From an optimization exercise on the open Yosys and OpenROAD flow, aimed at small area, a short achievable clock period and few clock cycles per item; shortcuts taken in it are not production practice. RTL that was checked went through simulation tests only; none was proved equivalent to the original. For run 8, only the layout was checked, not whether the RTL still works.

## design/flow/config.mk

```make
export PLATFORM = sky130hd
export DESIGN_NAME = div_unit
export DESIGN_NICKNAME = div_unit
export VERILOG_FILES = /design/flow/design.v
export SDC_FILE = /design/flow/constraint.sdc
export NUM_CORES = 4
export LEC_CHECK = 0
export ABC_AREA = 1
export CAP_MARGIN = 20
export CORE_MARGIN = 2
export CORE_UTILIZATION = 65
export SLEW_MARGIN = 20
```

## design/flow/constraint.sdc

```tcl
create_clock -name core_clock -period 150.0 [get_ports {clk_i}]
set_input_delay 30.0000 -clock core_clock [delete_from_list [all_inputs] [get_ports {clk_i}]]
set_output_delay 30.0000 -clock core_clock [all_outputs]
set_load 0.01 [all_outputs]
```

## design/flow/design.v

```verilog
`timescale 1ns/1ps
`default_nettype none
module div_unit_step (
    input  logic [31:0] r,
    input  logic [31:0] y,
    input  logic        hiok,
    input  logic        sa,
    output logic        q,
    output logic [31:0] rn
);
    logic [31:0] g, p, gg, pp;
    always_comb begin
        g  = r & y;
        p  = r ^ y;
        gg = g;
        pp = p;
        for (int l = 0; l < 5; l++)
            for (int i = 0; i < 32; i++)
                if ((i % (2 << l)) == (2 << l) - 1) begin
                    gg[i] = gg[i] | (pp[i] & gg[i - (1 << l)]);
                    pp[i] = pp[i] & pp[i - (1 << l)];
                end
        for (int l = 3; l >= 0; l--)
            for (int i = 0; i < 32; i++)
                if ((i % (2 << l)) == (1 << l) - 1 && i >= (2 << l)) begin
                    gg[i] = gg[i] | (pp[i] & gg[i - (1 << l)]);
                    pp[i] = pp[i] & pp[i - (1 << l)];
                end
    end
    assign q  = hiok & ~(sa & r[31]) & (gg[31] | (sa & pp[31]));
    assign rn = q ? (p ^ {gg[30:0], 1'b0}) : r;
endmodule
module div_unit #(
    parameter integer K = 4
) (
    input  logic        clk_i,
    input  logic        rst_ni,
    input  logic        start_i,
    input  logic [2:0]  op_type_i,
    input  logic [31:0] operand_a_i,
    input  logic [31:0] operand_b_i,
    output logic [31:0] result_o,
    output logic        done_o,
    output logic        busy_o,
    output logic        exception_valid_o,
    output logic [31:0] exception_cause_o
);
    localparam integer W  = 32 + K - 1;        
    localparam integer MM = (32 + K - 1) / K;  
    localparam integer CW = (MM > 8) ? 4 : 3;    
    logic        busy_q, done_q, first_q, acc;
    logic [CW-1:0] cnt_q;
    logic [2:0]  op_q;
    logic [31:0] r_q, d_q, q_q;
    logic        sa_q, exc_q;
    logic        sgn, sa0, sa, sb, bz, ovf;
    logic [31:0] x0, bm, nb;
    logic [32:0] cb;
    logic [5:0]  la, lb;
    logic signed [7:0] n;
    logic [CW-1:0] mm1, rc;
    assign sgn = ~op_q[0];
    assign sa0 = sgn & r_q[31];
    assign sa  = first_q ? sa0 : sa_q;
    assign sb  = sgn & d_q[31];
    assign x0  = r_q ^ {32{first_q & sa0}};
    assign bm  = d_q ^ {32{sb}};
    assign bz  = (d_q == 32'd0);
    assign ovf = (r_q == 32'h80000000) && (d_q == 32'hFFFFFFFF);
    assign cb[0] = ~sb;
    for (genvar i = 0; i < 32; i++) begin : g_inc
        assign nb[i]    = ~bm[i] ^ cb[i];
        assign cb[i+1] = ~bm[i] & cb[i];
    end
    always_comb begin
        la = 6'd0;
        lb = 6'd0;
        for (int i = 0; i < 32; i++) begin
            if (x0[i]) la = 6'(i + 1);
            if (bm[i]) lb = 6'(i + 1);
        end
    end
    assign n = $signed({2'b00, la}) - $signed({2'b00, lb}) + $signed({7'd0, sa0 & ~sb}) + 8'sd1;
    always_comb begin
        mm1 = '0;
        for (int j = 1; j < MM; j++)
            if (n > j * K) mm1 = CW'(j);
    end
    assign rc = first_q ? mm1 : cnt_q;
    logic [W-1:0] ys [0:CW];
    assign ys[0] = W'({1'b1, nb}) << (K - 1);
    for (genvar i = 0; i < CW; i++) begin : g_align
        assign ys[i+1] = rc[i] ? (ys[i] << (K << i)) : ys[i];
    end
    logic [W-1:0] yw;
    assign yw = ys[CW];
    logic [31:0]  rs [0:K];
    logic [K-1:0] qb;
    assign rs[0] = x0;
    for (genvar j = 0; j < K; j++) begin : g_step
        logic [W-1:0] yj;
        logic         hiok;
        assign yj = W'({{j{1'b1}}, yw} >> j);
        if (W - j > 32) begin : g_hi
            assign hiok = &yj[W-1-j:32];
        end else begin : g_nohi
            assign hiok = 1'b1;
        end
        div_unit_step u_step (
            .r(rs[j]), .y(yj[31:0]), .hiok(hiok), .sa(sa), .q(qb[K-1-j]), .rn(rs[j+1])
        );
    end
    logic        last, is_rem, negl, rflip;
    logic [31:0] qbase, qf, qn;
    logic [32:0] orq;
    assign last   = (rc == '0);
    assign is_rem = op_q[2] & op_q[1];
    assign qbase  = first_q ? 32'd0 : q_q;
    assign qf     = {qbase[31-K:0], qb & {K{op_q[2]}}};
    assign negl   = last & op_q[2] & ~op_q[1] & ((sa ^ sb) | bz);
    assign rflip  = sa;
    logic [32-K:0] orh;
    assign orq[0] = bz;
    assign orh[0] = 1'b0;
    for (genvar i = 0; i < 32; i++) begin : g_res
        if (i < K) begin : g_lo
            assign orq[i+1] = orq[i] | qf[i];
        end else begin : g_hi
            assign orh[i-K+1] = orh[i-K] | qf[i];
            assign orq[i+1]   = orq[K] | orh[i-K+1];
        end
        assign qn[i] = (is_rem ? rs[K][i] : qf[i]) ^ (is_rem ? rflip : (negl & orq[i]));
    end
    always_ff @(posedge clk_i or negedge rst_ni) begin
        if (!rst_ni) begin
            busy_q <= 1'b0;
            done_q <= 1'b0;
        end else if (start_i) begin
            busy_q <= 1'b1;
            done_q <= 1'b0;
        end else if (done_q) begin
            busy_q <= 1'b0;
            done_q <= 1'b0;
        end else if (busy_q && last) begin
            done_q <= 1'b1;
        end
    end
    assign acc = ~busy_q | done_q;
    always_ff @(posedge clk_i) begin
        first_q <= start_i;
        cnt_q   <= rc - CW'(1);
        q_q     <= qn;
        if (acc) begin
            r_q  <= operand_a_i;
            d_q  <= operand_b_i;
            op_q <= op_type_i;
        end else begin
            r_q  <= rs[K];
        end
        if (first_q) begin
            sa_q  <= sa0;
            exc_q <= bz | ovf;
        end
    end
    assign result_o          = q_q;
    assign done_o            = done_q;
    assign busy_o            = busy_q;
    assign exception_valid_o = exc_q;
    assign exception_cause_o = {30'd0, exc_q, 1'b0};
endmodule
```

## design/flow/flow/run.sh

```bash
#!/bin/bash
# Standard ORFS layout with two changes: the logic is mapped with the ABC
# script in flow/abc_area.script, and constant outputs share one tie cell, and the port buffers are the smallest
# buffer cell. Each tool's output goes to its own log file.
set -euo pipefail
rm -rf orfs_scripts
cp -r "$FLOW_HOME/scripts" orfs_scripts
cp flow/abc_area.script orfs_scripts/abc_area.script
export SCRIPTS_DIR="$PWD/orfs_scripts"
export SKIP_REPAIR_TIE_FANOUT=1
export REMOVE_ABC_BUFFERS=1
export BUFFER_PORTS_ARGS="-buffer_cell sky130_fd_sc_hd__buf_1"
bash standard.sh > standard_flow.log 2>&1
```

## design/flow/flow/abc_area.script

```
strash
dch
amap -m
topo
stime -c
buffer -c
upsize -c
dnsize -c
```

## design/flow/standard.sh

```bash
#!/bin/bash
# synth_recipe.tcl (not shown) runs the flow's synth.tcl, then flattens the netlist and writes it again
# the make line also repeats each setting of config.mk as NAME=value (left out here)
make -C /OpenROAD-flow-scripts/flow DESIGN_CONFIG=/design/flow/config.mk WORK_HOME=/design/flow/orfs CLKGATE_MAP_FILE= SYNTH_SCRIPT=/design/flow/synth_recipe.tcl "${@:-finish}"
```

==> impl_metrics.ini, run 1 <==
[run_status]
status = complete, no violations

[final_layout]
area_delta_synth_final_pct = 5.29
multiInputGateArea_um2 = 9670
final_layout_size_suffix_gt1_frac = 0.0531
diodes = 0
ff_latch_area_um2 = 2510
final_nets = 2148
nFillCells = 1823

[floorplan]
row_count = 52
io_pins = 137
start_util = 0.664
die_area_um2 = 21900
die_w_um = 148
core_area_um2 = 20300
die_y_um = 148

[synth]
yosysSeqAreaShare = 0.186
synth_top_family_by_area = compound AO/OA/AOI/OAI gates
synth_area_per_cell_um2 = 7.39
muxShareOfSynthArea = 0
synth_top_area_cell = ha_1
async_flop_share = 0.0187
synthCells = 1825
synth_xor_area_frac = 0.000649
synth-compound-area-share = 0.285
synth_top_area_frac = 0.149
synthTopCellsByArea = ha_1, dfxtp_1, fa_1
synth-adder-area-share = 0.237
synthSimpleGateAreaFrac = 0.191
yosys_register_bits = 107
yosys_warnings = 6
synthDistinctLibCells = 66
post-synth-top-count-cell = nor2_1
synth_common_cells = nor2_1, inv_1, o22ai_1
synth_ff_type = dfxtp_1
synth_edf_count = 36
synth_area_um2 = 13500

[place]
routabilityCongestion = 0.972
port_buffers = 105
dp_hpwl_um = 32700

[routing]
dr.first_iter.drc_count = 1273
wl_per_cell_um = 19.0
drcViolationCount = 0
via_per_inst = 6.40
ant_nets = 0
drt-total-wl_um = 40600
first_pass_iters = 6
vias = 13700

[worst_setup_path]
worst-path-buf-inv = 1
critPathRequiredTime_ns = 120.00
path_cells = buf_1
crit_path_max_incr_delay_ns = 0.39
worst_ep_arrival_time_ns = 0.92
worst_setup_path_start_kind = register
cp_top_family = flip-flops
path_class = register to output pin
crit_path_max_fanout = 2
crit_path_end_kind = output pin
critPathSlowestCell = dfrtp_1

[flow_run]
maxCapViolCount = 0

[clock_tree]
cts.repair.resized = 0
post_cts_buffers = 0
htreeDepth = 3
clock_latency_ns = 0.38
hold_buffers = 0
cts_made_buffers = 9
cts-root-buf = clkbuf_16
cts_sinks = 107
cts_tree = yes
clockBufferDepth = 2
cts.reportedPaths.clkPinSlew_ns = 0.08

[grt]
overflow = 0
antenna_found_initial = 0
grt_max_degree = 63
grt_usage = 0.371
grt_pass1_wl_um = 64700
first_global_vias = 12800

[sta]
setup_violations = 0
hold_slack_ns = 0.657
fin_skew_ns = 0.0157
hold_violations = 0
fin_tns_setup_ns = 0
max-slew-margin-rel = 0.313
report.final.slew_viol_count = 0
min_period_over_period = 0.206
worst_pin_slew_ns = 1.02
rsz0062_at_grt = false
fmax_mhz = 32.3
final.min_clock_period_ns = 30.92

[worst_hold_path]
hold_path.class = register to register
path summary, 6_finish.rpt:
check,startpoint,to,slack [ns],cells past startpoint
max,done_q,done_o,119.08,1
min,q_q[26],q_q[30],0.66,3
max reg2reg,first_q,q_q[25],122.31,128
min reg2reg,q_q[26],q_q[30],0.66,3
max in group asynchronous,rst_ni,done_q,120.48,1
min in group asynchronous,rst_ni,busy_q,29.39,1
state kept, by name, indices dropped and copies added (netlist names):
name,flops
d_q,32
r_q,32
busy_q,1
op_q,3
first_q,1
done_q,1
cnt_q,3
q_q,32
exc_q,1
sa_q,1
metal layers:
metal | global-route usage | vias to the layer above | routed length (um)
met3 | 0.0386 | 101 | 2910
met1 | 0.469 | 6329 | 16500
met2 | 0.646 | 599 | 19500
met5 | 0 | - | 0
met4 | 0.159 | 0 | 1740
li1 | - | 6624 | -
area by class of cell:
type	count	share of cell area
clock inverters	7	0.00573
multi-input cells	1395	0.681
flip-flops and latches	107	0.177
inverters	221	0.0586
clock buffers	9	0.0159
well taps	270	0.0238
repair buffers	124	0.0378
layout by cell type, fill, tap and decap left out, types with 27 or more instances in the layout:
cell type	count
nor2_1	233
nor3_1	33
nand4_1	33
inv_1	204
fa_1	59
nand2_1	150
o21ai_0	102
a31oi_1	27
dfxtp_1	69
o22a_1	43
o21ai_1	37
buf_1	105
edfxtp_1	36
ha_1	161
a21oi_1	127
nor2b_1	32
o22ai_1	162
stage by stage:
step	cells	util	setup slack, ns	area [um^2]
CTS	2133	0.699	119.08	14200
floorplan	1723	-	119.55	13000
finish	2133	0.700	119.08	14200
detailed placement	2117	0.684	119.47	13900
global placement	2117	0.684	119.48	13900
global route	2133	0.700	119.04	14200
kinds of logic (layout without fill, tap and decap cells):
logic type      after synthesis  in the layout
compound gates              600            600
simple gates                573            573
buf+inv                     323            361
xor+xnor                      1              1
flops                       107            107
other cells                   1              1
fa+ha+maj                   220            220
Testbench counts, summed over its fixed seeds: cycles 5,665, ops 1,600.
==> run 2: changes to the inputs <==
--- a/design/flow/flow/run.sh
+++ b/design/flow/flow/run.sh
@@ -10,3 +10,2 @@
 export SKIP_REPAIR_TIE_FANOUT=1
-export REMOVE_ABC_BUFFERS=1
 export BUFFER_PORTS_ARGS="-buffer_cell sky130_fd_sc_hd__buf_1"
==> impl_metrics.ini, run 2 <==
[run_status]
status = complete, no violations

[worst_setup_path]
path_cells = buf_1
worst-path-buf-inv = 1
crit_path_max_fanout = 2
cp_top_family = flip-flops
path_class = register to output pin
worst_setup_path_start_kind = register
critPathSlowestCell = dfrtp_1
worst_ep_arrival_time_ns = 0.93
crit_path_max_incr_delay_ns = 0.39
crit_path_end_kind = output pin
critPathRequiredTime_ns = 120.00

[grt]
overflow = 0
grt_usage = 0.372
first_global_vias = 12800
grt_max_degree = 63
grt_pass1_wl_um = 65200
antenna_found_initial = 0

[routing]
first_pass_iters = 6
via_per_inst = 6.42
ant_nets = 0
wl_per_cell_um = 19.2
drcViolationCount = 0
drt-total-wl_um = 40900
vias = 13700
dr.first_iter.drc_count = 1220

[sta]
fin_skew_ns = 0.0163
hold_violations = 0
setup_violations = 0
worst_pin_slew_ns = 1.09
timing.final.ws_setup_ns = 119.07
fin_tns_setup_ns = 0
max-slew-margin-rel = 0.270
report.final.slew_viol_count = 0
rsz0062_at_grt = false
min_period_over_period = 0.206
fmax_mhz = 32.3
final.min_clock_period_ns = 30.93

[place]
routabilityCongestion = 0.984
port_buffers = 105
dp_hpwl_um = 33100
dp.cells = 2117
dp_slack_ns = 119.45

[clock_tree]
cts_made_buffers = 9
hold_buffers = 0
cts_tree = yes
clock_latency_ns = 0.37
htreeDepth = 3
cts.reportedPaths.clkPinSlew_ns = 0.07
post_cts_buffers = 0
clockBufferDepth = 2
cts.repair.resized = 0
cts_sinks = 107
cts-root-buf = clkbuf_16

[floorplan]
io_pins = 137
die_area_um2 = 21900
core_area_um2 = 20300
die_w_um = 148
die_y_um = 148
start_util = 0.664
row_count = 52

[synth]
synth_common_cells = nor2_1, inv_1, o22ai_1
yosys_warnings = 6
synthTopCellsByArea = ha_1, dfxtp_1, fa_1
async_flop_share = 0.0187
synth_area_per_cell_um2 = 7.39
synth_top_area_cell = ha_1
yosysSeqAreaShare = 0.186
synth_top_area_frac = 0.149
synth_edf_count = 36
synth_area_um2 = 13500
synth_ff_type = dfxtp_1
yosys_register_bits = 107
post-synth-top-count-cell = nor2_1
synthCells = 1825
synthDistinctLibCells = 66

[final_layout]
instances_no_fill = 2133
area_delta_synth_final_pct = 5.25
final_common_cell = nor2_1
final_layout_size_suffix_gt1_frac = 0.0526
nFillCells = 1773
diodes = 0
final_nets = 2148
final_util = 0.699
final_cell_mix = nor2_1, inv_1, o22ai_1, ha_1, nand2_1
largestRegisters = d_q: 32 flops, q_q: 32 flops, r_q: 32 flops

[worst_hold_path]
hold_path.class = register to register

[flow_run]
maxCapViolCount = 0
[run 2: cell counts after synthesis]
Identical to the previous run, type by type.
[run 2: worst register-to-register path, delay by kind of cell (launching register included)]
| kind | cells | cell delay (ns) |
|---|---|---|
| simple gates | 49 | 6.68 |
| flops | 1 | 0.35 |
| buf+inv | 25 | 6.13 |
| fa+ha+maj | 6 | 2.18 |
| compound gates | 44 | 11.14 |
[run 2: area by class of cell]
class,instances,area (um^2),share of cell area
tap,270,338,0.0238
sequential,107,2510,0.177
clock buffer,9,225,0.0159
multi-input combinational,1395,9670,0.681
timing repair buffer,124,537,0.0378
inverter,221,833,0.0587
clock inverter,7,82.6,0.00582
[run 2: kinds of logic after synthesis]
kind of cell,Yosys count,synth area share
AOI/OAI and AO/OA,600,0.285
DFF,107,0.186
and+or+nand+nor,573,0.191
xor gates and xnor gates,1,0.000650
other,1,0.000278
adders and majority gates,220,0.237
buffers and inverters,323,0.100
[run 2: routing by layer]
layer	share of wire	track usage	up-vias
li1	-	-	6611
met1	0.39	0.460	6354
met2	0.48	0.634	606
met3	0.077	0.0509	122
met4	0.054	0.192	0
met5	0	0	-
[run 2: path summary, 6_finish.rpt]
check / from / end / slack (ns) / cells after the start
worst min register to register: q_q[27] / q_q[31] / 0.63 / 2
worst max register to register: first_q / q_q[10] / 123.44 / 124
min in group asynchronous: rst_ni / busy_q / 29.41 / 1
max in group asynchronous: rst_ni / done_q / 120.46 / 1
worst min-delay path: q_q[27] / q_q[31] / 0.63 / 2
worst max-delay path: done_q / done_o / 119.07 / 1
[run 2: through the flow]
stage	hold slack, ns	cell area, um^2
CTS	0.618	14200
global placement	0.580	13900
finish	0.630	14200
floorplan	0.524	13500
detailed placement	0.602	13900
global route	0.681	14200
==> run 3: changes to the inputs <==
==> design/flow/flow/abc_area.script (replaced) <==
strash
dch
amap -m
topo
stime -c
buffer -c
dnsize -c
==> impl_metrics.ini, run 3 <==
[run_status]
status = complete, no violations

[sta]
fmax_mhz = 32.3
min_period_over_period = 0.206
report.final.slew_viol_count = 0
worst_pin_slew_ns = 1.05
fin_tns_setup_ns = 0
setup_violations = 0
max-slew-margin-rel = 0.298
final.min_clock_period_ns = 30.92
rsz0062_at_grt = false
hold_violations = 0
fin_skew_ns = 0.0122

[synth]
synth_area_per_cell_um2 = 7.28
synthDistinctLibCells = 49
async_flop_share = 0.0187
synth-compound-area-share = 0.277
synth_top_area_frac = 0.152
synthTopCellsByArea = ha_1, dfxtp_1, fa_1
synth-adder-area-share = 0.241
synth_area_um2 = 13300
yosys_warnings = 6
synth_top_family_by_area = compound AO/OA/AOI/OAI gates
synthSimpleGateAreaFrac = 0.192
post-synth-top-count-cell = nor2_1
synth_common_cells = nor2_1, inv_1, o22ai_1
yosysSeqAreaShare = 0.189
synth_xor_area_frac = 0.000660
synth_top_area_cell = ha_1
muxShareOfSynthArea = 0
synth_ff_type = dfxtp_1
synthCells = 1825
synth_edf_count = 36
yosys_register_bits = 107

[clock_tree]
cts_tree = yes
cts_sinks = 107
htreeDepth = 3
post_cts_buffers = 0
cts_made_buffers = 9
cts.reportedPaths.clkPinSlew_ns = 0.08
cts-root-buf = clkbuf_16
clockBufferDepth = 2
hold_buffers = 0
clock_latency_ns = 0.37
cts.repair.resized = 0

[routing]
drcViolationCount = 0
vias = 13600
drt-total-wl_um = 40700
first_pass_iters = 6
dr.first_iter.drc_count = 964
wl_per_cell_um = 19.0
via_per_inst = 6.34
ant_nets = 0

[final_layout]
final_nets = 2152
fin_area_um2 = 14100
final_common_cell = nor2_1
area_delta_synth_final_pct = 5.94
largestRegisters = d_q: 32 flops, q_q: 32 flops, r_q: 32 flops
instances_no_fill = 2137
diodes = 0
final_util = 0.697
final_cell_mix = nor2_1, inv_1, o22ai_1, ha_1, nand2_1
final_layout_size_suffix_gt1_frac = 0.0354

[place]
dpl-instance-area_um2 = 13700
port_buffers = 105
dp.cells = 2121
routabilityCongestion = 0.966
dp_hpwl_um = 32900

[worst_setup_path]
path_class = register to output pin
worst_ep_arrival_time_ns = 0.92
crit_path_max_fanout = 3
path_cells = buf_1
cp_top_family = flip-flops
critPathRequiredTime_ns = 120.00
critPathSlowestCell = dfxtp_1
worst-path-buf-inv = 1
crit_path_max_incr_delay_ns = 0.38
worst_setup_path_start_kind = register
crit_path_end_kind = output pin

[floorplan]
die_area_um2 = 21600
core_area_um2 = 20200
die_y_um = 147
die_w_um = 147
start_util = 0.658
row_count = 52
io_pins = 137

[grt]
antenna_found_initial = 0
grt_max_degree = 63
grt_pass1_wl_um = 64600
first_global_vias = 12900
grt_usage = 0.376
overflow = 0

[flow_run]
maxCapViolCount = 0

[worst_hold_path]
hold_path.class = register to register
[run 3: cell count changes in the layout (fill, tap and decap cells not counted), moves of 8 or more]
cell and change:
o21ai_0 +37, o21ai_1 -35, inv_1 +10, inv_2 -10, a21oi_1 +8, a21oi_2 -8
[run 3: cell type report]
| type | count | area, um^2 |
|---|---|---|
| clock buffers | 11 | 275 |
| fillers | 1799 | 6100 |
| inverters | 221 | 831 |
| multi-input cells | 1395 | 9500 |
| clock inverters | 5 | 47.5 |
| flip-flops and latches | 107 | 2510 |
| repair buffers | 128 | 567 |
| well taps | 270 | 338 |
[run 3: logic make-up (layout without fill, tap and decap cells)]
family	after synthesis	count (layout)
compound gates	600	600
simple gates	573	573
buf+inv	323	365
fa+ha+maj	220	220
flops	107	107
other cells	1	1
xor+xnor	1	1
[run 3: stage by stage]
| step | hold WS [ns] | worst slack (ns) |
|---|---|---|
| after CTS | 0.613 | 119.07 |
| after global placement | 0.602 | 119.47 |
| after floorplan | 0.515 | 119.42 |
| after global routing | 0.692 | 119.05 |
| after detailed placement | 0.597 | 119.46 |
| final | 0.636 | 119.08 |
[run 3: final timing paths]
kind                            startpoint     endpoint  slack (ns)  cells past startpoint
worst max-delay path                q_q[0]  result_o[0]      119.08                      1
worst min-delay path               q_q[27]      q_q[31]        0.64                      2
worst max register to register     d_q[31]      q_q[25]      122.64                    130
worst min register to register     q_q[27]      q_q[31]        0.64                      2
max in group asynchronous           rst_ni       busy_q      120.45                      1
min in group asynchronous           rst_ni       busy_q       29.42                      1
[run 3: routing by layer]
layer | GRT usage | wire [um] | vias to the layer above
met1 | 0.450 | 15900 | 6230
met3 | 0.0637 | 3060 | 124
met4 | 0.181 | 2140 | 0
met2 | 0.656 | 19600 | 598
li1 | - | - | 6607
met5 | 0 | 0 | -
==> run 4: changes to the inputs <==
--- a/design/flow/design.v
+++ b/design/flow/design.v
@@ -67,3 +67,2 @@
     assign bm  = d_q ^ {32{sb}};
-    assign bz  = (d_q == 32'd0);
     assign ovf = (r_q == 32'h80000000) && (d_q == 32'hFFFFFFFF);
@@ -82,2 +81,3 @@
     end
+    assign bz = (lb == 6'd0) & ~sb;
     assign n = $signed({2'b00, la}) - $signed({2'b00, lb}) + $signed({7'd0, sa0 & ~sb}) + 8'sd1;
==> design/flow/flow/abc_area.script (replaced) <==
strash
dch
amap -m -A 4 -F 2
topo
stime -c
buffer -c
dnsize -c
==> impl_metrics.ini, run 4 <==
[synth]
yosysSeqAreaShare = 0.190
synth_ff_type = dfxtp_1
yosys_warnings = 6
synth_common_cells = inv_1, nor2_1, o22ai_1
async_flop_share = 0.0187
yosys_register_bits = 107
synth_area_um2 = 13200
synthDistinctLibCells = 58
synth_top_area_frac = 0.153
synthCells = 1783
synth_area_per_cell_um2 = 7.41
synth_top_area_cell = ha_1
synth_edf_count = 36
post-synth-top-count-cell = inv_1
synthTopCellsByArea = ha_1, dfxtp_1, fa_1

[clock_tree]
cts_made_buffers = 9
clock_latency_ns = 0.37
cts_sinks = 107
htreeDepth = 3
cts-root-buf = clkbuf_16
hold_buffers = 0
cts.reportedPaths.clkPinSlew_ns = 0.07
clockBufferDepth = 2
post_cts_buffers = 0
cts.repair.resized = 0
cts_tree = yes

[final_layout]
final_util = 0.694
final_common_cell = inv_1
area_delta_synth_final_pct = 5.65
final_layout_size_suffix_gt1_frac = 0.0323
largestRegisters = d_q: 32 flops, q_q: 32 flops, r_q: 32 flops
diodes = 0
final_nets = 2111
final_cell_mix = inv_1, nor2_1, o22ai_1, ha_1, o21ai_0

[place]
routabilityCongestion = 0.970
port_buffers = 105
dp_hpwl_um = 32200

[worst_setup_path]
worst_ep_arrival_time_ns = 0.89
crit_path_max_incr_delay_ns = 0.39
path_class = register to output pin
worst_setup_path_start_kind = register
cp_top_family = flip-flops
cp.depth = 1
path_cells = buf_1
critPathSlowestCell = edfxtp_1
crit_path_max_fanout = 2
critPathRequiredTime_ns = 120.00
reg2reg_depth = 122
worst-path-buf-inv = 1
crit_path_end_kind = output pin

[sta]
rsz0062_at_grt = false
setup_violations = 0
fin_skew_ns = 0.0151
fmax_mhz = 32.4
final.min_clock_period_ns = 30.89
max-slew-margin-rel = 0.312
worst_pin_slew_ns = 1.02
report.final.slew_viol_count = 0
fin_tns_setup_ns = 0
hold_violations = 0
min_period_over_period = 0.206

[routing]
first_pass_iters = 5
wl_per_cell_um = 19.0
via_per_inst = 6.46
drcViolationCount = 0
drt-total-wl_um = 39800
dr.first_iter.drc_count = 1390
ant_nets = 0
vias = 13500

[flow_run]
maxCapViolCount = 0

[floorplan]
die_area_um2 = 21500
die_w_um = 147
row_count = 52
core_area_um2 = 20100
io_pins = 137
start_util = 0.657
die_y_um = 147

[grt]
overflow = 0
first_global_vias = 12600
grt_pass1_wl_um = 64200
grt_usage = 0.374
grt_max_degree = 63
antenna_found_initial = 0

[worst_hold_path]
min_path_cells = 2
hold_path.class = register to register

[run_status]
status = complete, no violations
[run 4: final timing paths]
check	start	endpoint	slack, ns
max in group asynchronous	rst_ni	busy_q	120.47
worst min-delay path	q_q[27]	q_q[31]	0.59
worst max-delay path	exc_q	exception_valid_o	119.11
worst max register to register	d_q[31]	q_q[22]	123.71
min in group asynchronous	rst_ni	done_q	29.41
worst min register to register	q_q[27]	q_q[31]	0.59
[run 4: layer usage]
metal / part of all wire / track usage
met3: 0.070 / 0.0422
met5: 0 / 0
met1: 0.41 / 0.472
met4: 0.057 / 0.200
met2: 0.47 / 0.629
[run 4: kinds of logic (layout without fill, tap and decap cells)]
group | count (synthesis) | after routing | share of synthesized area
flops | 107 | 107 | 0.190
fa+ha+maj | 220 | 220 | 0.242
buf+inv | 319 | 362 | 0.0998
other cells | 1 | 1 | 0.000284
simple gates | 501 | 501 | 0.170
xor+xnor | 2 | 2 | 0.00133
compound gates | 633 | 633 | 0.296
[run 4: cell type report]
| cell class | count | area (um^2) |
|---|---|---|
| Clock buffer | 9 | 225 |
| Clock inverter | 7 | 71.3 |
| Timing Repair Buffer | 128 | 567 |
| Multi-Input combinational cell | 1357 | 9420 |
| Sequential cell | 107 | 2510 |
| Tap cell | 270 | 338 |
| Inverter | 218 | 820 |
| Fill cell | 1750 | 6150 |
[run 4: worst register-to-register path: cells and delay by family (launching register included)]
family | cells | cell delay [ns]
and+or+nand+nor | 42 | 4.52
adders and majority gates | 6 | 2.41
DFF | 1 | 0.33
buffers and inverters | 23 | 5.66
AOI/OAI and AO/OA | 51 | 13.27
[run 4: through the flow]
stage	hold slack [ns]	setup WS (ns)	instance area (um^2)	std cells
2_1_floorplan	0.432	119.42	13200	1783
3_3_place_gp	0.572	119.50	13700	2080
3_5_place_dp	0.570	119.49	13700	2080
4_1_cts	0.594	119.11	13900	2096
5_1_grt	0.660	119.08	13900	2096
6_report	0.593	119.11	13900	2096
Testbench counts of run 4, summed over its fixed seeds: cycles 5,665, ops 1,600.
==> run 5: changes to the inputs <==
==> design/flow/flow/abc_area.script (replaced) <==
strash
dch -f
amap -m
topo
stime -c
buffer -c
dnsize -c
==> impl_metrics.ini, run 5 <==
[flow_run]
maxCapViolCount = 0

[synth]
async_flop_share = 0.0187
synth_common_cells = nor2_1, inv_1, o22ai_1
synth_area_per_cell_um2 = 7.17
yosysSeqAreaShare = 0.190
synth_area_um2 = 13200
yosys_warnings = 6
synthDistinctLibCells = 49
synthTopCellsByArea = ha_1, dfxtp_1, fa_1
synth_top_area_cell = ha_1
yosys_register_bits = 107
synth_top_area_frac = 0.152
synth_ff_type = dfxtp_1
synthCells = 1843
synth_edf_count = 36
post-synth-top-count-cell = nor2_1

[grt]
grt_pass1_wl_um = 62300
antenna_found_initial = 0
first_global_vias = 12700
grt_max_degree = 101
overflow = 0
grt_usage = 0.362

[worst_setup_path]
cp_top_family = flip-flops
crit_path_max_fanout = 2
path_class = register to output pin
critPathRequiredTime_ns = 120.00
crit_path_end_kind = output pin
r2r_start = first_q
crit_path_max_incr_delay_ns = 0.36
worst_ep_arrival_time_ns = 0.90
critPathSlowestCell = dfxtp_1
worst-path-buf-inv = 1
crit_start = q_q[3]
worst_setup_path_start_kind = register
path_cells = buf_1

[final_layout]
final_nets = 2167
instances_no_fill = 2152
final_common_cell = nor2_1
largestRegisters = d_q: 32 flops, q_q: 32 flops, r_q: 32 flops
final_layout_size_suffix_gt1_frac = 0.0324
final_cell_mix = nor2_1, inv_1, o22ai_1, a21oi_1, ha_1
nFillCells = 1744
area_delta_synth_final_pct = 5.65
diodes = 0

[clock_tree]
clockBufferDepth = 2
cts-root-buf = clkbuf_16
cts_tree = yes
htreeDepth = 3
post_cts_buffers = 0
cts_sinks = 107
cts.repair.resized = 0
hold_buffers = 0
cts.reportedPaths.clkPinSlew_ns = 0.09
cts_made_buffers = 9
clock_latency_ns = 0.38

[sta]
worst_pin_slew_ns = 0.998
rsz0062_at_grt = false
fin_tns_setup_ns = 0
report.final.slew_viol_count = 0
final.min_clock_period_ns = 30.90
fmax_mhz = 32.4
hold_violations = 0
fin_skew_ns = 0.0184
max-slew-margin-rel = 0.330
setup_violations = 0
min_period_over_period = 0.206

[floorplan]
die_y_um = 147
start_util = 0.657
row_count = 52
io_pins = 137
core_area_um2 = 20100
die_w_um = 147
die_area_um2 = 21500

[place]
dp.cells = 2136
routabilityCongestion = 0.987
port_buffers = 105
dp_hpwl_um = 31400

[run_status]
status = complete, no violations

[routing]
wl_per_cell_um = 18.3
dr.first_iter.drc_count = 969
ant_nets = 0
drcViolationCount = 0
vias = 13500
via_per_inst = 6.27
drt-total-wl_um = 39300
first_pass_iters = 6

[worst_hold_path]
hold_path.class = register to register
hp-start = first_q
[run 5: cell types whose count changed after synthesis, moves of 8 or more]
cell	previous run	this run
a21o_1	32	19
o21ai_1	10	0
a21oi_1	124	161
o21ai_0	158	140
nor2_1	186	271
o22a_1	48	18
nand4_1	38	26
o22ai_1	173	182
and2_1	1	15
and3_1	2	28
nor2b_1	37	4
a221oi_1	6	15
o211ai_1	8	0
[run 5: area by class of cell]
type / count / area (um^2) / area share
Timing Repair Buffer: 126 / 552 / 0.0395
Multi-Input combinational cell: 1412 / 9440 / 0.676
Clock buffer: 9 / 225 / 0.0161
Clock inverter: 7 / 67.6 / 0.00484
Inverter: 221 / 830 / 0.0594
Sequential cell: 107 / 2510 / 0.180
Tap cell: 270 / 338 / 0.0242
[run 5: routing by layer]
metal,vias to the layer above,share of wire,global-route usage
li1,6626,-,-
met1,6213,0.40,0.452
met2,531,0.47,0.612
met3,122,0.071,0.0444
met4,0,0.057,0.198
met5,-,0,0
[run 5: logic make-up (layout without fill, tap and decap cells)]
group / Yosys count / count (layout) / synth area share
AOI/OAI and AO/OA: 604 / 604 / 0.273
xor gates and xnor gates: 1 / 1 / 0.000663
adders and majority gates: 220 / 220 / 0.242
buffers and inverters: 324 / 363 / 0.101
DFF: 107 / 107 / 0.190
other: 1 / 1 / 0.000284
and+or+nand+nor: 586 / 586 / 0.193
[run 5: through the flow]
| step | cell area, um^2 | setup WS (ns) | hold WS [ns] | utilization |
|---|---|---|---|---|
| after floorplan | 13200 | 119.42 | 0.499 | - |
| after global placement | 13700 | 119.50 | 0.569 | 0.680 |
| after detailed placement | 13700 | 119.49 | 0.572 | 0.680 |
| after CTS | 14000 | 119.10 | 0.590 | 0.694 |
| after global routing | 14000 | 119.07 | 0.599 | 0.694 |
| final | 14000 | 119.10 | 0.589 | 0.694 |
[run 5: final timing paths]
kind                                    end  slack, ns  cells past startpoint
min in group asynchronous            done_q      29.40                      1
worst min-delay path                  exc_q       0.59                      0
max in group asynchronous            busy_q     120.48                      1
worst max register to register      q_q[23]     123.98                    128
worst min register to register        exc_q       0.59                      0
worst max-delay path            result_o[3]     119.10                      1
==> run 6: changes to the inputs <==
--- a/design/flow/config.mk
+++ b/design/flow/config.mk
@@ -10,3 +10,3 @@
 export CORE_MARGIN = 2
-export CORE_UTILIZATION = 65
+export CORE_UTILIZATION = 75
 export SLEW_MARGIN = 20
==> impl_metrics.ini, run 6 <==
[sta]
hold_violations = 0
final.min_clock_period_ns = 30.89
setup_violations = 0
max-slew-margin-rel = 0.306
worst_pin_slew_ns = 1.03
fmax_mhz = 32.4
min_period_over_period = 0.206
fin_skew_ns = 0.0163
report.final.slew_viol_count = 0
hold_slack_ns = 0.594
fin_tns_setup_ns = 0
rsz0062_at_grt = false

[synth]
synthCells = 1843
synthDistinctLibCells = 49
synth_common_cells = nor2_1, inv_1, o22ai_1
synth_area_um2 = 13200
async_flop_share = 0.0187
synth_top_area_cell = ha_1
yosysSeqAreaShare = 0.190
synthTopCellsByArea = ha_1, dfxtp_1, fa_1
synth_edf_count = 36
yosys_warnings = 6
yosys_register_bits = 107
synth_area_per_cell_um2 = 7.17
post-synth-top-count-cell = nor2_1
synth_ff_type = dfxtp_1
synth_top_area_frac = 0.152

[place]
port_buffers = 105
routabilityCongestion = 0.993
dp_hpwl_um = 31900

[final_layout]
final_cell_mix = nor2_1, inv_1, o22ai_1, a21oi_1, ha_1
final_nets = 2166
area_delta_synth_final_pct = 5.22
diodes = 0
final_common_cell = nor2_1
largestRegisters = d_q: 32 flops, q_q: 32 flops, r_q: 32 flops
final_layout_size_suffix_gt1_frac = 0.0319
nFillCells = 1306
final_util = 0.807

[routing]
drcViolationCount = 0
wl_per_cell_um = 19.2
ant_nets = 0
first_pass_iters = 6
drt-total-wl_um = 40400
vias = 14100
via_per_inst = 6.69
dr.first_iter.drc_count = 1424

[flow_run]
maxCapViolCount = 0

[grt]
overflow = 0
antenna_found_initial = 0
grt_max_degree = 68
grt_usage = 0.431
first_global_vias = 13600
grt_pass1_wl_um = 63500

[floorplan]
start_util = 0.767
row_count = 48
io_pins = 137
die_w_um = 137
core_area_um2 = 17200
die_area_um2 = 18700
die_y_um = 137

[clock_tree]
clockBufferDepth = 2
clock_latency_ns = 0.38
cts_sinks = 107
hold_buffers = 0
cts.reportedPaths.clkPinSlew_ns = 0.07
post_cts_buffers = 0
cts_made_buffers = 9
cts-root-buf = clkbuf_16
cts.repair.resized = 0
htreeDepth = 3
cts_tree = yes

[worst_setup_path]
critPathSlowestCell = edfxtp_1
worst-path-buf-inv = 1
path_class = register to output pin
crit_path_max_incr_delay_ns = 0.39
crit_path_max_fanout = 2
path_cells = buf_1
critPathRequiredTime_ns = 120.00
cp_top_family = flip-flops
crit_path_end_kind = output pin
worst_ep_arrival_time_ns = 0.89
r2r_slack_ns = 123.60
crit_start = exc_q
r2r_start = first_q
worst_setup_path_start_kind = register

[worst_hold_path]
hold_path.class = register to register
hp-start = first_q

[run_status]
status = complete, no violations
[run 6: cell count changes in the layout (fill, tap and decap cells not counted)]
cell / change
inv_8: -1
clkinv_1: +1
buf_8: +1
buf_4: -2
inv_6: +2
inv_1: -1
clkinvlp_4: -1
[run 6: layout make-up]
cell class	instances	area [um^2]	area share
clock inverter	7	66.3	0.00477
timing repair buffer	125	552	0.0397
inverter	221	830	0.0597
multi-input combinational	1412	9440	0.679
tap	225	282	0.0202
clock buffer	9	225	0.0162
sequential	107	2510	0.181
[run 6: path summary, 6_finish.rpt]
check                                     to  cells past startpoint
max                        exception_valid_o                      1
min                                    exc_q                      0
min reg2reg                            exc_q                      0
max reg2reg                          q_q[12]                    127
max in group asynchronous             done_q                      1
min in group asynchronous             busy_q                      1
[run 6: per-layer routing]
layer / track usage / wire length [um]
met1: 0.484 / 14700
met2: 0.730 / 18900
met3: 0.0863 / 3810
met4: 0.304 / 3030
met5: 0 / 0
[run 6: kinds of logic (layout without fill, tap and decap cells)]
group / count (synthesis) / count (layout) / synth area share
other: 1 / 1 / 0.000284
DFF: 107 / 107 / 0.190
and+or+nand+nor: 586 / 586 / 0.193
xor gates and xnor gates: 1 / 1 / 0.000663
AOI/OAI and AO/OA: 604 / 604 / 0.273
buffers and inverters: 324 / 362 / 0.101
adders and majority gates: 220 / 220 / 0.242
[run 6: stage by stage]
stage / cells / cell area, um^2 / worst slack (ns)
3_5_place_dp: 2089 / 13600 / 119.49
6_report: 2106 / 13900 / 119.11
4_1_cts: 2105 / 13900 / 119.10
3_3_place_gp: 2089 / 13600 / 119.50
2_1_floorplan: 1843 / 13200 / 119.42
5_1_grt: 2106 / 13900 / 119.07
==> run 7: changes to the inputs <==
==> design/flow/flow/run.sh (replaced) <==
#!/bin/bash
# Standard ORFS layout (bash standard.sh) with three changes:
#  - the logic is mapped with the area-oriented ABC script in
#    flow/abc_area.script (used through a copy of the ORFS scripts folder);
#  - constant outputs keep the single tie cell from synthesis
#    (SKIP_REPAIR_TIE_FANOUT);
#  - the input and output port buffers are sky130_fd_sc_hd__buf_1.
# The flow's full output is in standard_flow.log; ORFS keeps each step's log
# under orfs/logs/.
set -euo pipefail
rm -rf orfs_scripts
cp -r "$FLOW_HOME/scripts" orfs_scripts
cp flow/abc_area.script orfs_scripts/abc_area.script
export SCRIPTS_DIR="$PWD/orfs_scripts"
export SKIP_REPAIR_TIE_FANOUT=1
export BUFFER_PORTS_ARGS="-buffer_cell sky130_fd_sc_hd__buf_1"
bash standard.sh > standard_flow.log 2>&1
==> design/flow/flow/abc_area.script (replaced) <==
strash
dch
amap -m -A 4 -F 2
topo
stime -c
buffer -c
dnsize -c
--- a/design/flow/config.mk
+++ b/design/flow/config.mk
@@ -10,3 +10,3 @@
 export CORE_MARGIN = 2
-export CORE_UTILIZATION = 75
+export CORE_UTILIZATION = 65
 export SLEW_MARGIN = 20
==> impl_metrics.ini, run 7 <==
[sta]
fin_skew_ns = 0.0151
min_period_over_period = 0.206
report.final.slew_viol_count = 0
fmax_mhz = 32.4
hold_slack_ns = 0.593
setup_violations = 0
final.min_clock_period_ns = 30.89
worst_pin_slew_ns = 1.02
fin_tns_setup_ns = 0
hold_violations = 0
max-slew-margin-rel = 0.312
rsz0062_at_grt = false
timing.final.ws_setup_ns = 119.11

[synth]
synthTopCellsByArea = ha_1, dfxtp_1, fa_1
post-synth-top-count-cell = inv_1
yosysSeqAreaShare = 0.190
synth_ff_type = dfxtp_1
synth_top_area_cell = ha_1
synth_common_cells = inv_1, nor2_1, o22ai_1
async_flop_share = 0.0187
synthDistinctLibCells = 58
yosys_warnings = 6
synth_area_per_cell_um2 = 7.41
synth_top_area_frac = 0.153
synth_area_um2 = 13200
yosys_register_bits = 107
synthCells = 1783
synth_edf_count = 36

[clock_tree]
cts_sinks = 107
clockBufferDepth = 2
cts.repair.resized = 0
htreeDepth = 3
cts_tree = yes
cts-root-buf = clkbuf_16
hold_buffers = 0
clock_latency_ns = 0.37
post_cts_buffers = 0
cts.reportedPaths.clkPinSlew_ns = 0.07
cts_made_buffers = 9

[final_layout]
area_delta_synth_final_pct = 5.65
final_nets = 2111
diodes = 0
final_common_cell = inv_1
instances_no_fill = 2096
final_layout_size_suffix_gt1_frac = 0.0323
final_cell_mix = inv_1, nor2_1, o22ai_1, ha_1, o21ai_0
largestRegisters = d_q: 32 flops, q_q: 32 flops, r_q: 32 flops

[worst_setup_path]
crit_path_max_fanout = 2
worst_ep_arrival_time_ns = 0.89
crit_path_max_incr_delay_ns = 0.39
r2r_slack_ns = 123.71
cp_top_family = flip-flops
worst_setup_path_start_kind = register
critPathRequiredTime_ns = 120.00
path_class = register to output pin
worst-path-buf-inv = 1
r2r-end = q_q[22]
critPathSlowestCell = edfxtp_1
r2r_start = d_q[31]
path_cells = buf_1
reg2reg_depth = 122
crit_path_end_kind = output pin

[routing]
drt-total-wl_um = 39800
wl_per_cell_um = 19.0
vias = 13500
first_pass_iters = 5
drcViolationCount = 0
ant_nets = 0
dr.first_iter.drc_count = 1390
via_per_inst = 6.46

[grt]
grt_pass1_wl_um = 64200
grt_max_degree = 63
grt_usage = 0.374
first_global_vias = 12600
antenna_found_initial = 0
overflow = 0

[worst_hold_path]
min_path_cells = 2
hp-start = q_q[27]
hold_path.class = register to register
holdPathEnd = q_q[31]

[place]
dp.cells = 2080
dp_slack_ns = 119.49
dp_hpwl_um = 32200
port_buffers = 105
routabilityCongestion = 0.970

[floorplan]
die_w_um = 147
start_util = 0.657
row_count = 52
io_pins = 137
die_area_um2 = 21500
core_area_um2 = 20100
die_y_um = 147

[run_status]
status = complete, no violations

[flow_run]
maxCapViolCount = 0
[run 7: cell count changes after synthesis, moves of 18 or more]
cell	before	now
nor2_1	271	186
a21oi_1	161	124
nor2b_1	4	37
o22a_1	18	48
and3_1	28	2
o21ai_0	140	158
[run 7: layout make-up]
type	count	area, um^2
clock buffers	9	225
clock inverters	7	71.3
fillers	1750	6150
inverters	218	820
multi-input cells	1357	9420
flip-flops and latches	107	2510
well taps	270	338
repair buffers	128	567
[run 7: stage by stage]
stage | instance area (um^2) | util
after global routing | 13900 | 0.694
final | 13900 | 0.694
after CTS | 13900 | 0.694
after global placement | 13700 | 0.679
after detailed placement | 13700 | 0.679
after floorplan | 13200 | -
[run 7: metal layers]
metal  GRT usage  share of wire  up-vias
met3      0.0422          0.070      123
met1       0.472           0.41     6247
met5           0              0        -
met4       0.200          0.057        0
li1            -              -     6541
met2       0.629           0.47      619
[run 7: cells by family (layout without fill, tap and decap cells)]
kind of cell	Yosys count	count (layout)	synth area share
AO/OA/AOI/OAI	633	633	0.296
XOR/XNOR	2	2	0.00133
adder cells (fa/ha/maj)	220	220	0.242
buffers and inverters	319	362	0.0998
flip-flops	107	107	0.190
other	1	1	0.000284
AND/OR/NAND/NOR	501	501	0.170
[run 7: worst max path at each step]
stage | startpoint | endpoint | slack [ns] | depth (start not counted)
2_1_floorplan | exc_q | exception_cause_o[1] | 119.42 | 1
3_3_place_gp | start_i | busy_q | 119.50 | 2
3_5_place_dp | done_q | done_o | 119.49 | 1
4_1_cts | exc_q | exception_cause_o[1] | 119.11 | 1
5_1_grt | exc_q | exception_cause_o[1] | 119.08 | 1
6_report | exc_q | exception_valid_o | 119.11 | 1
==> run 8: changes to the inputs <==
--- a/design/flow/design.v
+++ b/design/flow/design.v
@@ -33,3 +33,3 @@
 module div_unit #(
-    parameter integer K = 4
+    parameter integer K = 6
 ) (
--- a/design/flow/flow/run.sh
+++ b/design/flow/flow/run.sh
@@ -1,5 +1,7 @@
 #!/bin/bash
-# Standard ORFS layout (bash standard.sh) with three changes:
+# Standard ORFS layout (bash standard.sh) with four changes:
 #  - the logic is mapped with the area-oriented ABC script in
 #    flow/abc_area.script (used through a copy of the ORFS scripts folder);
+#  - Yosys does not pre-map full and half adders (ADDER_MAP_FILE empty), so
+#    ABC maps all the logic;
 #  - constant outputs keep the single tie cell from synthesis
@@ -14,2 +16,3 @@
 export SCRIPTS_DIR="$PWD/orfs_scripts"
+export ADDER_MAP_FILE=
 export SKIP_REPAIR_TIE_FANOUT=1
==> design/flow/flow/abc_area.script (replaced) <==
strash
balance
rewrite
refactor
balance
rewrite
rewrite -z
balance
refactor -z
rewrite -z
balance
dch
amap -m
topo
stime -c
buffer -c
dnsize -c
==> impl_metrics.ini, run 8 <==
[run_status]
status = complete, no violations

[synth]
synth_xor_area_frac = 0.00120
synth-compound-area-share = 0.414
synth_ff_type = dfxtp_1
synthTopCellsByArea = nor2_1, a21oi_1, o22ai_1
async_flop_share = 0.0187
synth_area_um2 = 14600
synthDistinctLibCells = 57
synth_top_family_by_area = compound AO/OA/AOI/OAI gates
post-synth-top-count-cell = nor2_1
synth_edf_count = 36
yosys_warnings = 6
yosysSeqAreaShare = 0.172
muxShareOfSynthArea = 0
synth_area_per_cell_um2 = 5.66
synth-adder-area-share = 0
synthCells = 2582
synthSimpleGateAreaFrac = 0.305
synth_common_cells = nor2_1, a21oi_1, o21ai_0
synth_top_area_frac = 0.162
yosys_register_bits = 107
synth_top_area_cell = nor2_1

[routing]
drt-total-wl_um = 55600
first_pass_iters = 11
vias = 19600
wl_per_cell_um = 19.2
ant_nets = 0
drcViolationCount = 0
via_per_inst = 6.79
dr.first_iter.drc_count = 3280

[clock_tree]
post_cts_buffers = 0
cts_made_buffers = 9
cts.reportedPaths.clkPinSlew_ns = 0.08
cts_tree = yes
cts.repair.resized = 0
hold_buffers = 0
cts_sinks = 107
clockBufferDepth = 2
clock_latency_ns = 0.36
cts-root-buf = clkbuf_16
htreeDepth = 3

[sta]
rsz0062_at_grt = false
final.min_clock_period_ns = 32.80
setup_violations = 0
fin_tns_setup_ns = 0
min_period_over_period = 0.219
fmax_mhz = 30.5
fin_skew_ns = 0.0165
max-slew-margin-rel = 0.265
hold_violations = 0
report.final.slew_viol_count = 0
worst_pin_slew_ns = 1.10

[final_layout]
final_util = 0.701
area_delta_synth_final_pct = 5.31
largestRegisters = d_q: 32 flops, q_q: 32 flops, r_q: 32 flops
final_nets = 2676
final_layout_size_suffix_gt1_frac = 0.0314
final_common_cell = nor2_1
diodes = 0
final_cell_mix = nor2_1, a21oi_1, o21ai_0, inv_1

[worst_setup_path]
crit_start = first_q
worst_ep_arrival_time_ns = 33.02
worst-path-buf-inv = 28
worst_setup_path_start_kind = register
path_class = register to register
critPathSlowestCell = o21ai_0
crit_path_max_fanout = 35
crit_top_cell = nor2_1
r2r_start = first_q
crit_path_max_incr_delay_ns = 0.88
cp_top_family = compound AO/OA/AOI/OAI gates
crit_path_end_kind = register
critPathRequiredTime_ns = 150.22

[place]
port_buffers = 105
dp_hpwl_um = 43500
routabilityCongestion = 1.08

[floorplan]
start_util = 0.665
die_w_um = 154
die_area_um2 = 23700
core_area_um2 = 22000
io_pins = 137
row_count = 54
die_y_um = 154

[grt]
grt_pass1_wl_um = 86700
overflow = 0
grt_max_degree = 57
grt_usage = 0.452
first_global_vias = 17300
antenna_found_initial = 0

[flow_run]
maxCapViolCount = 0

[worst_hold_path]
hp-start = cnt_q[1]
hold_path.class = register to register
-- run 8: cell count changes in the layout (fill, tap and decap cells not counted), moves of 59 or more --
cell | previous run | this run
ha_1 | 161 | 0
fa_1 | 59 | 0
nor2_1 | 185 | 629
a21oi_1 | 124 | 319
o21ai_0 | 158 | 275
nand2_1 | 145 | 228
-- run 8: worst paths after layout --
kind / to / slack [ns] / depth (start not counted)
worst min register to register: cnt_q[1] / 0.60 / 2
max in group asynchronous: busy_q / 120.46 / 1
worst max-delay path: q_q[31] / 117.20 / 145
worst max register to register: q_q[31] / 117.20 / 145
worst min-delay path: cnt_q[1] / 0.60 / 2
min in group asynchronous: busy_q / 29.42 / 1
-- run 8: stage by stage --
stage	setup WS [ns]	area, um^2	hold slack (ns)	instances
2_1_floorplan	119.42	14600	0.503	2582
3_3_place_gp	119.47	15100	0.551	2875
3_5_place_dp	119.27	15100	0.570	2875
4_1_cts	119.07	15400	0.589	2891
5_1_grt	115.31	15400	0.636	2891
6_report	117.20	15400	0.604	2891
-- run 8: per-layer routing --
| metal | global-route usage | wire length (um) | vias up | share of wire |
|---|---|---|---|---|
| li1 | - | - | 9279 | - |
| met3 | 0.109 | 8310 | 291 | 0.15 |
| met4 | 0.223 | 3240 | 0 | 0.058 |
| met1 | 0.578 | 20700 | 8615 | 0.37 |
| met5 | 0 | 0 | - | 0 |
| met2 | 0.714 | 23400 | 1454 | 0.42 |
-- run 8: logic make-up (layout without fill, tap and decap cells) --
| group | after synthesis | after routing |
|---|---|---|
| xor+xnor | 2 | 2 |
| flops | 107 | 107 |
| buf+inv | 384 | 413 |
| other cells | 1 | 1 |
| simple gates | 1064 | 1064 |
| compound gates | 1024 | 1024 |
-- run 8: area by class of cell --
type / instances / area [um^2]
clock inverters: 5 / 55.1
multi-input cells: 2091 / 10600
flip-flops and latches: 107 / 2510
clock buffers: 11 / 264
fillers: 1990 / 6570
inverters: 263 / 987
well taps: 280 / 350
repair buffers: 134 / 612
-- run 8: worst reg2reg max path, delay by kind of cell, from the launching register on --
| kind | cells | cell delay, ns |
|---|---|---|
| buffers and inverters | 28 | 6.60 |
| AOI/OAI and AO/OA | 55 | 14.89 |
| DFF | 1 | 0.56 |
| and+or+nand+nor | 62 | 10.64 |
==> run 9: changes to the inputs <==
--- a/design/flow/design.v
+++ b/design/flow/design.v
@@ -33,3 +33,3 @@
 module div_unit #(
-    parameter integer K = 6
+    parameter integer K = 5
 ) (
==> impl_metrics.ini, run 9 <==
[run_status]
status = complete, no violations

[place]
routabilityCongestion = 1.09
dp_hpwl_um = 39700
dpl-instance-area_um2 = 14000
dp.cells = 2663
port_buffers = 105
dp_slack_ns = 119.46

[worst_setup_path]
cp_top_family = flip-flops
worst-path-buf-inv = 1
crit_path_max_incr_delay_ns = 0.42
cp.depth = 1
critPathRequiredTime_ns = 120.00
r2r_slack_ns = 121.55
r2r-end = q_q[9]
crit_path_max_fanout = 2
path_class = register to output pin
worst_setup_path_start_kind = register
path_cells = buf_1
critPathSlowestCell = edfxtp_1
r2r_start = first_q
reg2reg_depth = 127
worst_ep_arrival_time_ns = 0.91
crit_path_end_kind = output pin

[floorplan]
core_area_um2 = 20400
die_y_um = 148
row_count = 52
start_util = 0.666
die_area_um2 = 22000
io_pins = 137
die_w_um = 148

[grt]
grt_usage = 0.435
grt_max_degree = 56
overflow = 0
first_global_vias = 15200
antenna_found_initial = 1
grt_pass1_wl_um = 76700

[sta]
report.final.slew_viol_count = 0
fin_skew_ns = 0.00996
fmax_mhz = 32.3
hold_violations = 0
setup_violations = 0
rsz0062_at_grt = false
min_period_over_period = 0.206
fin_tns_setup_ns = 0
worst_pin_slew_ns = 1.05
timing.final.ws_setup_ns = 119.09
final.min_clock_period_ns = 30.92
hold_slack_ns = 0.627
max-slew-margin-rel = 0.297

[synth]
yosysSeqAreaShare = 0.185
synth_common_cells = nor2_1, a21oi_1, o21ai_0
synthTopCellsByArea = nor2_1, a21oi_1, dfxtp_1
synth_area_per_cell_um2 = 5.71
synth_edf_count = 36
yosys_register_bits = 107
synth_top_area_cell = nor2_1
synth_ff_type = dfxtp_1
synthCells = 2375
synthDistinctLibCells = 57
async_flop_share = 0.0187
yosys_warnings = 6
synth_area_um2 = 13600
synth_top_area_frac = 0.165
post-synth-top-count-cell = nor2_1

[clock_tree]
hold_buffers = 0
cts_tree = yes
htreeDepth = 3
cts.repair.resized = 0
clockBufferDepth = 2
post_cts_buffers = 0
cts-root-buf = clkbuf_16
cts.reportedPaths.clkPinSlew_ns = 0.07
cts_made_buffers = 9
clock_latency_ns = 0.35
cts_sinks = 107

[routing]
via_per_inst = 6.63
ant_nets = 0
drcViolationCount = 0
drt-total-wl_um = 49800
wl_per_cell_um = 18.6
dr.first_iter.drc_count = 2219
vias = 17800
first_pass_iters = 8

[final_layout]
final_nets = 2474
largestRegisters = d_q: 32 flops, q_q: 32 flops, r_q: 32 flops
final_common_cell = nor2_1
area_delta_synth_final_pct = 5.32
final_cell_mix = nor2_1, a21oi_1, o21ai_0, inv_1, nand2_1
fin_area_um2 = 14300
final_layout_size_suffix_gt1_frac = 0.0328
instances_no_fill = 2679
diodes = 0

[worst_hold_path]
min_path_cells = 0
hold_path.class = register to register
holdPathEnd = exc_q
hp-start = first_q

[flow_run]
maxCapViolCount = 0
## run 9: logic make-up (layout without fill, tap and decap cells)
kind of cell | count (synthesis) | after routing | share of synthesized area
AO/OA/AOI/OAI | 910 | 910 | 0.393
buffers and inverters | 345 | 379 | 0.105
flip-flops | 107 | 107 | 0.185
other | 1 | 1 | 0.000276
AND/OR/NAND/NOR | 1012 | 1012 | 0.317
## run 9: worst max path at each step
stage | start | end | slack [ns]
global route | done_q | done_o | 119.07
detailed placement | exc_q | exception_valid_o | 119.46
global placement | exc_q | exception_cause_o[1] | 119.45
floorplan | exc_q | exception_cause_o[1] | 119.42
finish | exc_q | exception_valid_o | 119.09
CTS | exc_q | exception_valid_o | 119.08
## run 9: metrics by stage
stage / utilization
final: 0.702
after global routing: 0.702
after CTS: 0.702
after detailed placement: 0.688
after global placement: 0.688
after floorplan: -
## run 9: cell type report
type,count,area [um^2]
repair buffers,131,589
clock buffers,11,243
multi-input cells,1923,9690
clock inverters,5,46.3
inverters,232,871
well taps,270,338
fillers,1841,6070
flip-flops and latches,107,2510
## run 9: per-layer routing
metal / track usage / up-vias / wire [um]
met4: 0.204 / 0 / 2600
met1: 0.578 / 7800 / 19200
met2: 0.674 / 1264 / 20900
met3: 0.0975 / 189 / 7120
met5: 0 / - / 0
li1: - / 8517 / -
Testbench counts of run 9, summed over its fixed seeds: cycles 5,099, ops 1,600.
==> run 10: changes to the inputs <==
--- a/design/flow/design.v
+++ b/design/flow/design.v
@@ -50,2 +50,29 @@
     localparam integer CW = (MM > 8) ? 4 : 3;    
+    function automatic logic [5:0] lzc32(input logic [31:0] v);
+        logic [15:0] z2;  logic [15:0] p2;
+        logic [7:0]  z4;  logic [15:0] p4;
+        logic [3:0]  z8;  logic [11:0] p8;
+        logic [1:0]  z16; logic [7:0]  p16;
+        for (int i = 0; i < 16; i++) begin
+            z2[i] = ~(v[2*i+1] | v[2*i]);
+            p2[i] = ~v[2*i+1];
+        end
+        for (int i = 0; i < 8; i++) begin
+            z4[i] = z2[2*i+1] & z2[2*i];
+            p4[2*i+1] = z2[2*i+1];
+            p4[2*i]   = z2[2*i+1] ? p2[2*i] : p2[2*i+1];
+        end
+        for (int i = 0; i < 4; i++) begin
+            z8[i] = z4[2*i+1] & z4[2*i];
+            p8[3*i+2] = z4[2*i+1];
+            p8[3*i+1 -: 2] = z4[2*i+1] ? p4[4*i+1 -: 2] : p4[4*i+3 -: 2];
+        end
+        for (int i = 0; i < 2; i++) begin
+            z16[i] = z8[2*i+1] & z8[2*i];
+            p16[4*i+3] = z8[2*i+1];
+            p16[4*i+2 -: 3] = z8[2*i+1] ? p8[6*i+2 -: 3] : p8[6*i+5 -: 3];
+        end
+        if (z16[1] & z16[0]) lzc32 = 6'd32;
+        else lzc32 = {1'b0, z16[1], z16[1] ? p16[3:0] : p16[7:4]};
+    endfunction
     logic        busy_q, done_q, first_q, acc;
@@ -73,10 +100,4 @@
     end
-    always_comb begin
-        la = 6'd0;
-        lb = 6'd0;
-        for (int i = 0; i < 32; i++) begin
-            if (x0[i]) la = 6'(i + 1);
-            if (bm[i]) lb = 6'(i + 1);
-        end
-    end
+    assign la = 6'd32 - lzc32(x0);
+    assign lb = 6'd32 - lzc32(bm);
     assign bz = (lb == 6'd0) & ~sb;
--- a/design/flow/config.mk
+++ b/design/flow/config.mk
@@ -11,2 +11,4 @@
 export CORE_UTILIZATION = 65
+export CTS_BUF_LIST = sky130_fd_sc_hd__clkbuf_8 sky130_fd_sc_hd__clkbuf_16
+export CTS_CLUSTER_SIZE = 20
 export SLEW_MARGIN = 20
==> impl_metrics.ini, run 10 <==
[worst_setup_path]
critPathSlowestCell = dfrtp_1
crit_path_end_kind = output pin
r2r-end = q_q[3]
r2r_start = r_q[31]
critPathRequiredTime_ns = 120.00
path_class = register to output pin
crit_path_max_fanout = 2
cp_top_family = flip-flops

[synth]
synth_common_cells = nor2_1, o21ai_0, nand2_1
post-synth-top-count-cell = nor2_1
yosysSeqAreaShare = 0.186
synth_top_area_frac = 0.131
synthDistinctLibCells = 61
synthCells = 2326
synth_edf_count = 36
yosys_register_bits = 107
synth_ff_type = dfxtp_1
synth_area_per_cell_um2 = 5.80
synth_xor_area_frac = 0.00390
yosys_warnings = 6
muxShareOfSynthArea = 0
synth-compound-area-share = 0.417
async_flop_share = 0.0187

[sta]
min_period_over_period = 0.206
hold_slack_ns = 0.581
report.final.slew_viol_count = 0
final.min_clock_period_ns = 30.92
max-slew-margin-rel = 0.271
setup_violations = 0
hold_violations = 0

[worst_hold_path]
hold_path.class = register to register
min_path_cells = 0
hp-start = first_q

[grt]
grt_pass1_wl_um = 78100
grt_max_degree = 59
grt_usage = 0.443
first_global_vias = 15200
antenna_found_initial = 0

[routing]
wl_per_cell_um = 19.1
drcViolationCount = 0
ant_nets = 0
via_per_inst = 6.76
drt-total-wl_um = 50400
vias = 17800
first_pass_iters = 7

[place]
dp_hpwl_um = 39900
port_buffers = 105
routabilityCongestion = 1.09

[clock_tree]
htreeDepth = 3
cts_sinks = 107
cts_tree = yes
hold_buffers = 0
clockBufferDepth = 2
cts-root-buf = clkbuf_16
cts.reportedPaths.clkPinSlew_ns = 0.07

[run_status]
status = complete, no violations

[final_layout]
final_cell_mix = nor2_1, o21ai_0, nand2_1, a21oi_1, inv_1
final_layout_size_suffix_gt1_frac = 0.0317
diodes = 0
final_common_cell = nor2_1
largestRegisters = d_q: 32 flops, q_q: 32 flops, r_q: 32 flops

[floorplan]
die_area_um2 = 21900
row_count = 52
start_util = 0.664

[flow_run]
maxCapViolCount = 0
## run 10: how the worst max path moves through the flow
stage          slack (ns)    from  cells after the start                    to
3_5_place_dp       119.44  done_q                      1                done_o
6_report           119.08  done_q                      1                done_o
2_1_floorplan      119.42   exc_q                      1  exception_cause_o[1]
4_1_cts            119.07  done_q                      1                done_o
3_3_place_gp       119.46  done_q                      1                done_o
5_1_grt            119.05  done_q                      1                done_o
## run 10: layout make-up
type / count / area share
inverters: 222 / 0.0585
flip-flops and latches: 107 / 0.177
clock buffers: 9 / 0.0158
multi-input cells: 1882 / 0.677
repair buffers: 137 / 0.0446
clock inverters: 7 / 0.00396
well taps: 270 / 0.0237
## run 10: through the flow
stage | util | cell area (um^2) | setup WS (ns) | instances
2_1_floorplan | - | 13500 | 119.42 | 2326
3_3_place_gp | 0.687 | 14000 | 119.46 | 2618
3_5_place_dp | 0.687 | 14000 | 119.44 | 2618
4_1_cts | 0.701 | 14200 | 119.07 | 2634
5_1_grt | 0.701 | 14200 | 119.05 | 2634
6_report | 0.701 | 14200 | 119.08 | 2634
## run 10: worst register-to-register path, delay by kind of cell, from the launching register on
kind / cells / cell delay (ns)
DFF: 1 / 0.31
AOI/OAI and AO/OA: 43 / 11.50
buffers and inverters: 20 / 6.14
and+or+nand+nor: 32 / 8.16
## run 10: kinds of logic after synthesis
| group | count (synthesis) |
|---|---|
| flip-flops | 107 |
| other | 1 |
| AO/OA/AOI/OAI | 945 |
| XOR/XNOR | 6 |
| buffers and inverters | 337 |
| AND/OR/NAND/NOR | 930 |
## run 10: layer usage
layer | routed length (um) | global-route usage | share of wire
met5 | 0 | 0 | 0
met4 | 2670 | 0.205 | 0.053
met1 | 19400 | 0.601 | 0.38
met2 | 21000 | 0.684 | 0.42
met3 | 7330 | 0.0818 | 0.15
Testbench counts of run 10, summed over its fixed seeds: cycles 5,099, ops 1,600.

-- separate check: timing with driven ports --
In the flow no input, the clock included, has a driving cell. The finished layouts below were timed again as built, in two steps.
Step 1: set_driving_cell puts a clkbuf_16 on clk_i and a buf_2 on each other input, an assumption about the parent block.
Step 2 times the ports against the registers' clock, not the clock port: input delays grow and output delays shrink by t, the midpoint of the rising clock arrivals with the driver on.
a / b / c = ideal ports / drivers / drivers and shift; a / b = the first two.
run | t (ns) | setup WS [ns] | worst hold slack (ns) | worst register clock-pin slew, ns | worst slew at a driven data input, ns
run 1 | 0.420 | 119.083 / 119.035 / 119.455 | 0.657 / 0.657 / 0.657 | 0.09 / 0.09 | 0.06
run 2 | 0.414 | 119.072 / 119.022 / 119.436 | 0.630 / 0.630 / 0.630 | 0.09 / 0.09 | 0.06
run 3 | 0.412 | 119.078 / 119.027 / 119.439 | 0.636 / 0.636 / 0.636 | 0.08 / 0.08 | 0.07
run 4 | 0.408 | 119.109 / 119.060 / 119.468 | 0.593 / 0.593 / 0.593 | 0.08 / 0.08 | 0.06
run 5 | 0.415 | 119.101 / 119.052 / 119.467 | 0.589 / 0.589 / 0.589 | 0.09 / 0.09 | 0.06
run 6 | 0.421 | 119.107 / 119.054 / 119.475 | 0.594 / 0.594 / 0.594 | 0.09 / 0.09 | 0.06
run 7 | 0.408 | 119.109 / 119.060 / 119.468 | 0.593 / 0.593 / 0.593 | 0.08 / 0.08 | 0.06
run 8 | 0.394 | 117.197 / 117.197 / 117.197 | 0.604 / 0.604 / 0.604 | 0.08 / 0.08 | 0.06
run 9 | 0.383 | 119.085 / 119.044 / 119.427 | 0.627 / 0.627 / 0.627 | 0.08 / 0.08 | 0.05
run 10 | 0.383 | 119.076 / 119.038 / 119.421 | 0.581 / 0.581 / 0.581 | 0.07 / 0.07 | 0.06
After both steps setup and hold are still met in every run listed.
